What follows belongs to an exercise in optimizing a design on an open flow for small area and a short achievable clock period; a production flow would make more cautious choices.
In this exercise RTL edits were held to simulation tests only and were not proved equivalent to the original.
Power and IR drop assume default switching activity.

==> trial 96 <==
==> flow/design.v (excerpt) <==
module FLP_multiplier_4(
    input [31:0] A,
    input [31:0] B,
    input rst,
    input clk,
    output [31:0] result
);
export LEC_CHECK = 0
export CAP_MARGIN = 20
export CORE_MARGIN = 2
export CORE_UTILIZATION = 40
export CTS_BUF_LIST = sky130_fd_sc_hd__clkbuf_4 sky130_fd_sc_hd__clkbuf_8
export SETUP_SLACK_MARGIN = 3.85
export SLEW_MARGIN = 20
create_clock -name core_clock -period 7.0 [get_ports {clk}]
standard.sh (not shown) runs the stock make flow with config.mk's settings and CLKGATE_MAP_FILE= SYNTH_SCRIPT=/design/flow/synth_recipe.tcl, a recipe that flattens the netlist after the stock synthesis.
==> flow/flow/run.sh <==
#!/bin/bash
set -o pipefail
bash standard.sh ADDER_MAP_FILE= SYNTH_ARGS=-noabc "BUFFER_PORTS_ARGS=-buffer_cell sky130_fd_sc_hd__buf_2" finish > flow_make.log 2>&1
==> inputs of build 62, as changes to trial 96 <==
--- a/flow/config.mk
+++ b/flow/config.mk
@@ -10,4 +10,4 @@
 export CORE_UTILIZATION = 40
 export CTS_BUF_LIST = sky130_fd_sc_hd__clkbuf_4 sky130_fd_sc_hd__clkbuf_8
-export SETUP_SLACK_MARGIN = 3.85
+export SETUP_SLACK_MARGIN = 4.0
 export SLEW_MARGIN = 20
==> inputs of build 10, as changes to trial 96 <==
--- a/flow/config.mk
+++ b/flow/config.mk
@@ -10,4 +10,4 @@
 export CORE_UTILIZATION = 40
 export CTS_BUF_LIST = sky130_fd_sc_hd__clkbuf_4 sky130_fd_sc_hd__clkbuf_8
-export SETUP_SLACK_MARGIN = 3.85
+export SETUP_SLACK_MARGIN = 3.75
 export SLEW_MARGIN = 20
==> notes.md <==
Build 62 finished with timing, DRC and antenna clean. Trial 96 passed the timing, design-rule and antenna checks. Build 10 passed the timing, design-rule and antenna checks. Routed wire length: build 62 > trial 96 > build 10. Against build 10, the cell count of build 62 is larger by 4.6%. Clock skew, lowest first: build 62, build 10, trial 96. Against build 62, the hold slack of build 10 is lower by 1.6 ps.

* * *

==> trial 2 <==
Another version of the RTL of FLP_multiplier_4 (not shown whole).
==> module FLP_multiplier_4, before the edit <==
module FLP_multiplier_4(
    input [31:0] A,
    input [31:0] B,
    input rst,
    input clk,
    output [31:0] result
);
    reg [22:0] a1, b1;
    reg s1;
    reg [7:0] e1;
    wire [7:0] e0 = A[30:23] + B[30:23] + 8'd129;    
    always @(posedge clk) begin
        a1 <= A[22:0];
        b1 <= B[22:0];
        e1 <= e0;
        s1 <= A[31] ^ B[31];
    end
    wire [25:0] a3_0 = {2'b01, A[22:0]} + {1'b1, A[22:0], 1'b0};
    reg [25:0] a3_1;
    always @(posedge clk) a3_1 <= a3_0;
    wire [39:0] dg0;
    booth8_enc enc(.b(B[22:0]), .dg(dg0));
    reg [39:0] dg1;
    always @(posedge clk) dg1 <= dg0;
    wire [71:0] z;
    wire zc;
    mul_s1 st1(.a(a1), .a3(a3_1), .dg(dg1), .z(z), .cout(zc));
    reg [71:0] z2;
    reg c2;
    reg [7:0] e2;
    reg sg2;
    always @(posedge clk) begin
        z2 <= z;
        c2 <= zc;
        e2 <= e1;
        sg2 <= s1;
    end
    wire hi;
    wire [22:0] m, ml, mh;
    mul_s2 st2(.z(z2), .cin(c2), .hi(hi), .ml(ml), .mh(mh), .m(m));
    wire [7:0] e2i = e2 + 8'd1;
    reg [22:0] ml3, mh3;
    reg [7:0] e3;
    reg hi3, sg3;
    always @(posedge clk) begin
        ml3 <= ml;
        mh3 <= mh;
        e3 <= e2;
        hi3 <= hi;
        sg3 <= sg2;
    end
    wire [7:0] e3i = e3 + 8'd1;
    assign result = {sg3, hi3 ? e3i : e3, hi3 ? mh3 : ml3};
endmodule
==> flow/config.mk <==
export PLATFORM = sky130hd
export DESIGN_NAME = FLP_multiplier_4
export DESIGN_NICKNAME = FLP_multiplier_4
export VERILOG_FILES = /design/flow/design.v
export SDC_FILE = /design/flow/constraint.sdc
export NUM_CORES = 4
export LEC_CHECK = 0
export CAP_MARGIN = 20
export CORE_MARGIN = 2
export CORE_UTILIZATION = 40
export CTS_BUF_LIST = sky130_fd_sc_hd__clkbuf_4 sky130_fd_sc_hd__clkbuf_8
export SETUP_SLACK_MARGIN = 3.5
export SLEW_MARGIN = 20
==> flow/constraint.sdc <==
create_clock -name core_clock -period 7.0 [get_ports {clk}]
set_input_delay 1.4000 -clock core_clock [delete_from_list [all_inputs] [get_ports {clk}]]
set_output_delay 1.4000 -clock core_clock [all_outputs]
set_load 0.01 [all_outputs]
==> flow/flow/run.sh <==
#!/bin/bash
set -o pipefail
bash standard.sh ADDER_MAP_FILE= "BUFFER_PORTS_ARGS=-buffer_cell sky130_fd_sc_hd__buf_2" finish > flow_make.log 2>&1
==> inputs of build 42, as changes to trial 2 <==
--- a/flow/design.v
+++ b/flow/design.v
@@ -1032,4 +1032,3 @@
     reg s1;
-    reg [7:0] e1;
-    wire [7:0] e0 = A[30:23] + B[30:23] + 8'd129;    
+    reg [7:0] ea1, eb1;
     always @(posedge clk) begin
@@ -1037,5 +1036,7 @@
         b1 <= B[22:0];
-        e1 <= e0;
+        ea1 <= A[30:23];
+        eb1 <= B[30:23];
         s1 <= A[31] ^ B[31];
     end
+    wire [7:0] e1 = ea1 + eb1 + 8'd129;
     wire [25:0] a3_0 = {2'b01, A[22:0]} + {1'b1, A[22:0], 1'b0};
@@ -1065,3 +1066,3 @@
     reg [22:0] ml3, mh3;
-    reg [7:0] e3;
+    reg [7:0] e3, e3i;
     reg hi3, sg3;
@@ -1071,2 +1072,3 @@
         e3 <= e2;
+        e3i <= e2i;
         hi3 <= hi;
@@ -1074,3 +1076,2 @@
     end
-    wire [7:0] e3i = e3 + 8'd1;
     assign result = {sg3, hi3 ? e3i : e3, hi3 ? mh3 : ml3};
Settings changed: CORE_UTILIZATION 40 to 60, CTS_BUF_LIST sky130_fd_sc_hd__clkbuf_4 sky130_fd_sc_hd__clkbuf_8 to unset.
==> reports/metrics.yaml <==
outcome:
  outcome: "timing/DRC/antenna clean"
logic_synthesis:
  synth-seq-cells: 233
  netlist_top_cells_count: "xnor2_1, dfxtp_1, nand2_1, a22o_1"
global_routing:
  grt_use_met2_pct: 36.6
route:
  wl_met3_um: 6210
power:
  ir_worst_vdd_mv: 0.217
  comb_power_share_pct: 69.2
(the above is from trial 2)
==> reports/metrics.yaml <==
power:
  comb_power_share_pct: 68.0
outcome:
  outcome: "timing/DRC/antenna clean"
global_routing:
  grt_use_met2_pct: 55.8
logic_synthesis:
  synth-seq-cells: 249
  netlist_top_cells_count: "xnor2_1, dfxtp_1, nand2_1, a22o_1, nor2_1"
route:
  met1_length_um: 26300
  wl_met3_um: 5750
cells_and_area:
  multi_input_area_sq_um: 16000
  clock_cell_area_share_pct: 3.93
placed_design:
  place_inst: 3016
  gp_congestion: 0.963
(the above is from build 42)

what the ideal ports hide:
The flow's constraints put no driver on any port. The routed layouts listed below were extracted and timed again, unchanged, in two steps.
Step 1, drivers: a clkbuf_16 drives clk and a buf_2 each remaining input, both assumed.
Step 2 times the ports against the registers' clock, not the clock port: input delays grow and output delays shrink by t, the midpoint of the rising clock arrivals with the driver on.
Slacks: no drivers / after step 1 / after step 2; pairs: no drivers / after step 1.
| run | t (ns) | setup WS [ns] | worst setup path after step 2 | clock arrival spread, ns |
|---|---|---|---|---|
| trial 96 | 0.651 | 3.833 / 3.833 / 3.212 | input to register | 0.039 / 0.039 |
| build 62 | 0.649 | 3.865 / 3.865 / 3.241 | input to register | 0.015 / 0.015 |
| build 10 | 0.623 | 3.810 / 3.810 / 3.264 | input to register | 0.033 / 0.033 |
| trial 2 | 0.672 | 3.644 / 3.584 / 3.062 | input to register | 0.047 / 0.047 |
| build 42 | 0.603 | 3.607 / 3.607 / 3.118 | input to register | 0.014 / 0.015 |
After both steps setup and hold are still met in every run listed. For build 62, which loses most, drivers alone change the setup slack by 0.000 ns; drivers and shift together by -0.624 ns.
